Context: an optimization exercise on an open-source flow, tuned for small area, a short achievable clock period and few clock cycles per item. The choices shown serve that exercise and are no tape-out recipe. At most, simulation tests tie the RTL to the original design; equivalence was not proved. No activity file was given, so power comes from the tool's default toggle rates.

// alu
module alu(
        input clk,
        input rst,
        input [2:0] operation,
        input [15:0] srcA_i,
        input [15:0] srcB_i,
        input [15:0] sortNum0_i,
        input [15:0] sortNum1_i,
        input [15:0] sortNum2_i,
        input [15:0] sortNum3_i,
        input [15:0] sortNum4_i,
        input [15:0] sortNum5_i,
        input [15:0] sortNum6_i,
        input [15:0] sortNum7_i,
        input [15:0] sortNum8_i,
        output [15:0] data_o,
        output [15:0] sortNum0_o,
        output [15:0] sortNum1_o,
        output [15:0] sortNum2_o,
        output [15:0] sortNum3_o,
        output [15:0] sortNum4_o,
        output [15:0] sortNum5_o,
        output [15:0] sortNum6_o,
        output [15:0] sortNum7_o,
        output [15:0] sortNum8_o,
        output reg        done
);
Size: ~2,200 cells after synthesis, ~250 flip-flops.
Settings: LEC_CHECK=0, CAP_MARGIN=20, CELL_PAD_IN_SITES_DETAIL_PLACEMENT=1, CELL_PAD_IN_SITES_GLOBAL_PLACEMENT=2, CORE_MARGIN=2, CORE_UTILIZATION=35, PLACE_DENSITY=0.6, SETUP_SLACK_MARGIN=1.0, SLEW_MARGIN=20; clock period 5.0 ns.
standard.sh (not shown) runs the stock make flow with config.mk's settings and CLKGATE_MAP_FILE= SYNTH_SCRIPT=/design/flow/synth_recipe.tcl, a recipe that flattens the netlist after the stock synthesis.
==> flow/flow/run.sh <==
#!/bin/bash
# The standard layout, except that the port buffers are buf_1 cells
# (buffer_ports would otherwise pick its lowest-drive buffer, a delay cell).
export BUFFER_PORTS_ARGS="-buffer_cell sky130_fd_sc_hd__buf_1"
bash standard.sh > standard.log 2>&1
The baseline finished with timing, DRC and antenna clean.
Testbench counts at the start, summed over its fixed seeds: cycles 10,488, items 1,600.
Edit:
CORE_UTILIZATION = 25   (was 35)
PLACE_DENSITY = 0.5   (was 0.6)
Sequential cell count does not change.
Die area rises by well over a third.
Non-clock buffer count rises by 13.
Critical path depth grows by 2.
Routed wire length is higher by roughly a tenth.
Power came out higher by a few percent.
First-iteration DRC count is lower by a little under a tenth.
Final area increases by a few percent.
Global-route usage came out lower by 5.8 points.
Count of clock-buffer cells in the layout is higher by 6.
Register-to-register slack improved by 20 ps.


## the baseline
Another version of the RTL of alu (not shown whole).
Size: ~340 I/O pins.
clock: 5.0 ns
lec_check: 0
cap_margin: 20
cell_pad_in_sites_detail_placement: 1
cell_pad_in_sites_global_placement: 2
core_margin: 2
core_utilization: 25
place_density: 0.5
setup_slack_margin: 0.0
slew_margin: 20
run.sh (not shown) runs the stock make flow with config.mk's settings and CLKGATE_MAP_FILE= SYNTH_SCRIPT=/design/flow/synth_recipe.tcl, a recipe that flattens the netlist after the stock synthesis.
Stock flow here: none of the scripts above is used.
> inputs changed (the baseline -> the candidate)
- SETUP_SLACK_MARGIN now 1.5, was 0.0
### Flow results
Across the baseline and the candidate, none had a timing, DRC or antenna violation.
The candidate against the baseline: clock skew lost 0.012 ns; share of the final layout cell area in sequential cells lost 2.0 points.
The baseline consumes less power than the candidate.
Power share of the combinational group in the candidate is 4.6 points above the baseline.
Going from the baseline to the candidate, the first-iteration DRC count was found to have gone down by 36.
Highest ir drop seen on vdd in the candidate is 22% above the baseline.
The candidate ended with less critical path depth than the baseline.
As of the candidate, non-filler instance count after layout had risen slightly compared to the baseline.
Going from the baseline to the candidate, routed wire length grows by 3.2%.
The candidate leaves more setup margin than the baseline.
Function was not checked in any run of this note: the RTL went through the layout flow alone.


== oak ==
Another version of the RTL of alu (not shown whole).
For scale: roughly 2200 cells after synthesis, roughly 250 flip-flops.
export LEC_CHECK = 0
export CAP_MARGIN = 20
export CELL_PAD_IN_SITES_DETAIL_PLACEMENT = 1
export CELL_PAD_IN_SITES_GLOBAL_PLACEMENT = 2
export CORE_MARGIN = 2
export CORE_UTILIZATION = 35
export CTS_CLUSTER_DIAMETER = 100
export CTS_CLUSTER_SIZE = 30
export GPL_ROUTABILITY_DRIVEN = 0
export PLACE_DENSITY = 0.6
export SETUP_SLACK_MARGIN = 1.0
export SLEW_MARGIN = 20
create_clock -name core_clock -period 5.0 [get_ports {clk}]
standard.sh (not shown) runs the stock make flow with config.mk's settings and CLKGATE_MAP_FILE= SYNTH_SCRIPT=/design/flow/synth_recipe.tcl, a recipe that flattens the netlist after the stock synthesis.
Scripts as last shown in full above: flow/flow/run.sh
oak has completed all stages; timing, DRC and antenna checks passed.
Testbench counts of oak, summed over its fixed seeds: cycles 10,165, items 1,600.
Setup changes, oak to pine
- CTS_CLUSTER_SIZE removed (was 30)
- CELL_PAD_IN_SITES_DETAIL_PLACEMENT changed from 1 to 0
- CTS_CLUSTER_DIAMETER removed (was 100)
- CELL_PAD_IN_SITES_GLOBAL_PLACEMENT changed from 2 to 1
==> comparison <==
STATUS clock power: pine loses against oak
pine: setup slack 0.043 ns below oak
Reported for pine and oak, netlist area before placement turned out identical to the last digit.
Summary of pine over oak: sequential share of layout area saw a decrease; critical path depth saw a decrease; average wire length per cell after detail routing saw a decrease; total power of the final layout saw an increase.
### pine -> birch
- a change of CELL_PAD_IN_SITES_GLOBAL_PLACEMENT from 1 to 2
- an added CTS_CLUSTER_SIZE of 25
- a change of CELL_PAD_IN_SITES_DETAIL_PLACEMENT from 0 to 1
- an added CTS_CLUSTER_DIAMETER of 90
### Flow results
[compare] base=pine new=birch: clock network area share went down by 1.3 points, total power went down by 1.3%, compound-cell area share of the yosys netlist was more or less identical.
birch vs. pine: net count of the finished layout stayed essentially flat, total non-filler cell area in the finished layout decreased 140 um2.
On layout buffering overhead excluding clock cells, the higher figure sits with birch, not pine.
Compared to pine, birch has first-pass iteration count of the detailed router 2 lower.
Measured against each other, pine and birch differ in number of antenna violations at the first check in global routing, the lower figure coming from birch.
## Diff of input files: maple against birch
- a deleted CTS_CLUSTER_DIAMETER that had been 90
- a change of CORE_UTILIZATION from 35 to 40
- a deleted CTS_CLUSTER_SIZE that had been 25
- a deleted GPL_ROUTABILITY_DRIVEN that had been 0
- a change of PLACE_DENSITY from 0.6 to 0.7
### Flow results
- Delta (maple minus birch): met3 track demand over resource in global routing picked up an extra 1.8 points; switching power picked up an extra 1.5%; final worst clock skew picked up an extra 0.0032 ns; total cell area at the placement stage lost 130 um2.
- Comparing final area for birch and maple, the smaller number came from birch.
- Delta(leakage power of the design, maple - birch) > 0
- Via count: maple worse than birch
- maple leaves less setup margin than birch.
- Per the comparison of maple with birch, cell count down 100; die height lower; relative contribution of the clock network to total power now larger.

what the ideal ports hide:
The results above use ideal ports. As a check the final layouts listed here were re-extracted and re-timed, cells and wires unchanged. Step 1 sets driving cells, clkbuf_16 on the clock port and buf_2 on the other inputs (assumed; they add their load-dependent delay and slew). Step 2 times the ports against the registers' clock, not the clock port: input delays grow and output delays shrink by t, the midpoint of the rising clock arrivals with the driver on. Three values: no drivers, after step 1, after step 2; two values: the first two.
| run | shift t [ns] | setup WS [ns] | slew at the worst register clock pin (ns) |
|---|---|---|---|
| the first run of note 1 | 0.639 | 1.147 / 1.147 / 0.614 | 0.07 / 0.07 |
| the second run of note 1 | 0.619 | 1.110 / 1.135 / 0.516 | 0.06 / 0.06 |
| the baseline | 0.660 | 0.185 / 0.185 / -0.399 | 0.07 / 0.07 |
| the candidate | 0.665 | 0.524 / 0.524 / 0.095 | 0.07 / 0.07 |
| oak | 0.584 | 1.160 / 1.169 / 0.618 | 0.11 / 0.11 |
| pine | 0.629 | 1.117 / 1.117 / 0.555 | 0.07 / 0.07 |
| birch | 0.585 | 1.104 / 1.129 / 0.550 | 0.10 / 0.10 |
| maple | 0.637 | 1.089 / 1.089 / 0.558 | 0.07 / 0.07 |
Met with ideal ports but missed after step 2: setup timing in the baseline. For the second run of note 1, which loses most, drivers alone change the setup slack by +0.025 ns; drivers and shift together by -0.594 ns.
